This is an optimization exercise on Yosys and OpenROAD, whose aim is small area, a short achievable clock period and few clock cycles per item, not a production implementation.
The RTL was checked by simulation tests, not by an equivalence proof against the original design.

==> module fpu_top, before the edit <==
module fpu_top (
    input clk,                 
    input reset,               
    input control,             
    input [1:0] select,        
    input [31:0] A,            
    input [31:0] B,            
    output [31:0] result,      
    output exception,          
    output zeroDiv,            
    output reg done            
);
    function [7:0] add8;
        input [7:0] a, b;
        input       ci;
        reg c;
        integer i;
        begin
            c = ci;
            for (i = 0; i < 8; i = i + 1) begin
                add8[i] = a[i] ^ b[i] ^ c;
                c = (a[i] & b[i]) | (a[i] & c) | (b[i] & c);
            end
        end
    endfunction
    reg [31:0] a_q, b_q;
    reg [1:0]  sel_q;
    reg st1, st2, st3;
    reg [26:0] vs_q, vc_q;
    reg [15:0] qp_q, qn_q;
    wire is_div = sel_q[1] & sel_q[0];
    wire last   = (st1 & ~sel_q[1]) | (st2 & ~sel_q[0]) | st3;
    wire [31:0] as_out;
    wire        as_exc;
    add_sub add_sub_inst (.A(a_q), .B(b_q), .addsub(sel_q[0]), .out(as_out), .exception(as_exc));
    wire [22:0] ms;
    wire [23:0] mc;
    wire        mlsb;
    mul_rows mrows (.s_in(vs_q[22:0]), .c_in(vc_q[23:0]),
                    .ma({1'b1, a_q[22:0]}), .mb(st1 ? b_q[11:0] : {1'b1, b_q[22:12]}),
                    .s_out(ms), .c_out(mc), .lsb(mlsb));
    wire [24:0] prod;            
    multiplier mul_inst (.vs(ms), .vc(mc), .p23(mlsb), .p(prod));
    wire [26:0] ws8, wc8;
    wire [7:0]  qp8, qn8;
    div_steps #(.N(8)) drows (.ys(vs_q), .yc(vc_q), .dv({1'b1, b_q[22:0]}),
                              .ws(ws8), .wc(wc8), .qp(qp8), .qn(qn8));
    wire [24:0] quot;            
    divider div_inst (.qph(qp_q), .qnh(qn_q), .qpl(qp8), .qnl(qn8), .ws(ws8), .wc(wc8), .q(quot));
    wire [24:0] md   = is_div ? quot : prod;
    wire [7:0]  eab  = add8(a_q[30:23], b_q[30:23] ^ {8{is_div}}, 1'b1);      
    wire [7:0]  emd  = add8(eab, is_div ? 8'd126 : 8'd128, md[24]);          
    wire        smd  = a_q[31] ^ b_q[31];
    wire        dsz  = (b_q == 32'd0);
    wire        ddz  = (a_q == 32'd0);
    reg  [33:0] res;             
    always @(*) begin
        if (~sel_q[1])
            res = {as_out, as_exc, 1'b0};
        else if (is_div & dsz)
            res = {ddz ? 32'hFFC00000 : {smd, 8'hFF, 23'd0}, 2'b11};
        else if (is_div & ddz)
            res = 34'd0;
        else
            res = {smd, emd, md[24] ? md[23:1] : md[22:0], ~is_div & (emd == 8'hFF), 1'b0};
    end
    always @(posedge clk or posedge reset) begin
        if (reset) begin
            st1  <= 1'b0;
            st2  <= 1'b0;
            st3  <= 1'b0;
            done <= 1'b0;
        end else begin
            st1  <= control;
            st2  <= st1 & sel_q[1];
            st3  <= st2 & is_div;
            done <= last;
        end
    end
    always @(posedge clk) begin
        if (control) begin
            a_q   <= A;
            b_q   <= B;
            sel_q <= select;
        end
        if (control) begin
            vs_q <= select[0] ? {3'b001, A[22:0], 1'b1} : 27'd0;
            vc_q <= select[0] ? {3'b110, ~B[22:0], 1'b1} : 27'd0;
        end else begin
            if (last)
                vs_q <= res[33:7];
            else
                vs_q <= sel_q[0] ? {ws8[25:0], 1'b0} : {4'd0, ms};
            vc_q[26:7] <= sel_q[0] ? wc8[25:6] : {3'd0, mc[23:7]};
            if (last)
                vc_q[6:0] <= res[6:0];
            else
                vc_q[6:0] <= sel_q[0] ? {wc8[5:0], 1'b0} : mc[6:0];
        end
        qp_q <= {qp_q[7:0], qp8};
        qn_q <= {qn_q[7:0], qn8};
    end
    assign result    = {vs_q, vc_q[6:2]};
    assign exception = vc_q[1];
    assign zeroDiv   = vc_q[0];
endmodule
export LEC_CHECK = 0
export ABC_AREA = 1
export CAP_MARGIN = 20
export CORE_MARGIN = 2
export CORE_UTILIZATION = 45
export PLACE_DENSITY = 0.6
export SLEW_MARGIN = 20
create_clock -name core_clock -period 150.0 [get_ports {clk}]
standard.sh (not shown) runs the stock make flow with config.mk's settings and CLKGATE_MAP_FILE= SYNTH_SCRIPT=/design/flow/synth_recipe.tcl, a recipe that flattens the netlist after the stock synthesis.
==> flow/flow/run.sh <==
#!/bin/bash
# The standard layout (standard.sh), except that the port buffers are
# sky130_fd_sc_hd__buf_1 cells instead of the default pick (a larger, slower
# delay buffer).  make's full output goes to standard.log; each ORFS step keeps
# its own log under orfs/logs.
set -euo pipefail
bash standard.sh "BUFFER_PORTS_ARGS=-buffer_cell sky130_fd_sc_hd__buf_1" finish > standard.log 2>&1
Testbench counts at the start, summed over its fixed seeds: cycles 26,295, ops 9,600.
Then changed:
--- a/flow/design.v
+++ b/flow/design.v
@@ -227,4 +227,5 @@
     reg [15:0] qp_q, qn_q;
     wire is_div = sel_q[1] & sel_q[0];
+    wire idle   = ~(st1 | st2 | st3);
     wire last   = (st1 & ~sel_q[1]) | (st2 & ~sel_q[0]) | st3;
     wire [31:0] as_out;
@@ -234,5 +235,5 @@
     wire [23:0] mc;
     wire        mlsb;
-    mul_rows mrows (.s_in(vs_q[22:0]), .c_in(vc_q[23:0]),
+    mul_rows mrows (.s_in(vs_q[22:0] & {23{~st1}}), .c_in(vc_q[23:0] & {24{~st1}}),
                     .ma({1'b1, a_q[22:0]}), .mb(st1 ? b_q[11:0] : {1'b1, b_q[22:12]}),
                     .s_out(ms), .c_out(mc), .lsb(mlsb));
@@ -276,12 +277,12 @@
     end
     always @(posedge clk) begin
-        if (control) begin
+        if (idle) begin
             a_q   <= A;
             b_q   <= B;
             sel_q <= select;
         end
-        if (control) begin
-            vs_q <= select[0] ? {3'b001, A[22:0], 1'b1} : 27'd0;
-            vc_q <= select[0] ? {3'b110, ~B[22:0], 1'b1} : 27'd0;
+        if (idle) begin
+            vs_q <= {3'b001, A[22:0], 1'b1};
+            vc_q <= {3'b110, ~B[22:0], 1'b1};
         end else begin
             if (last)
The changed run completed without violations; hold slack is about the same; worst setup slack is better by 0.27 ns; non-clock buffer count fell by 8; final area hardly moves; clock skew goes up by 0.013 ns; synthesized area grows by 0.52%.
Testbench counts after the change, summed over its fixed seeds: cycles 26,295, ops 9,600.

==> re-timing with driven ports <==
How much do the figures lean on ideal ports? The routed layouts below were timed once more, with nothing changed but the port constraints.
Step 1, drivers: a clkbuf_16 drives clk and a buf_2 each remaining input, both assumed.
Step 2 moves the port delays by t, midway between the first and last clock arrival at a register: inputs arrive t later, outputs are due t later. That takes back most of the time a late clock gives input paths.
a / b / c = no drivers / after step 1 / after step 2; a / b = the first two.
run | shift t [ns] | setup WS [ns] | worst slew at a driven data input, ns
the first run | 0.570 | 118.493 / 118.533 / 117.963 | 0.06
the second run | 0.568 | 118.767 / 118.703 / 119.271 | 0.07
After both steps setup and hold are still met in every run listed. For the first run, which loses most, drivers alone change the setup slack by +0.040 ns; drivers and shift together by -0.530 ns.
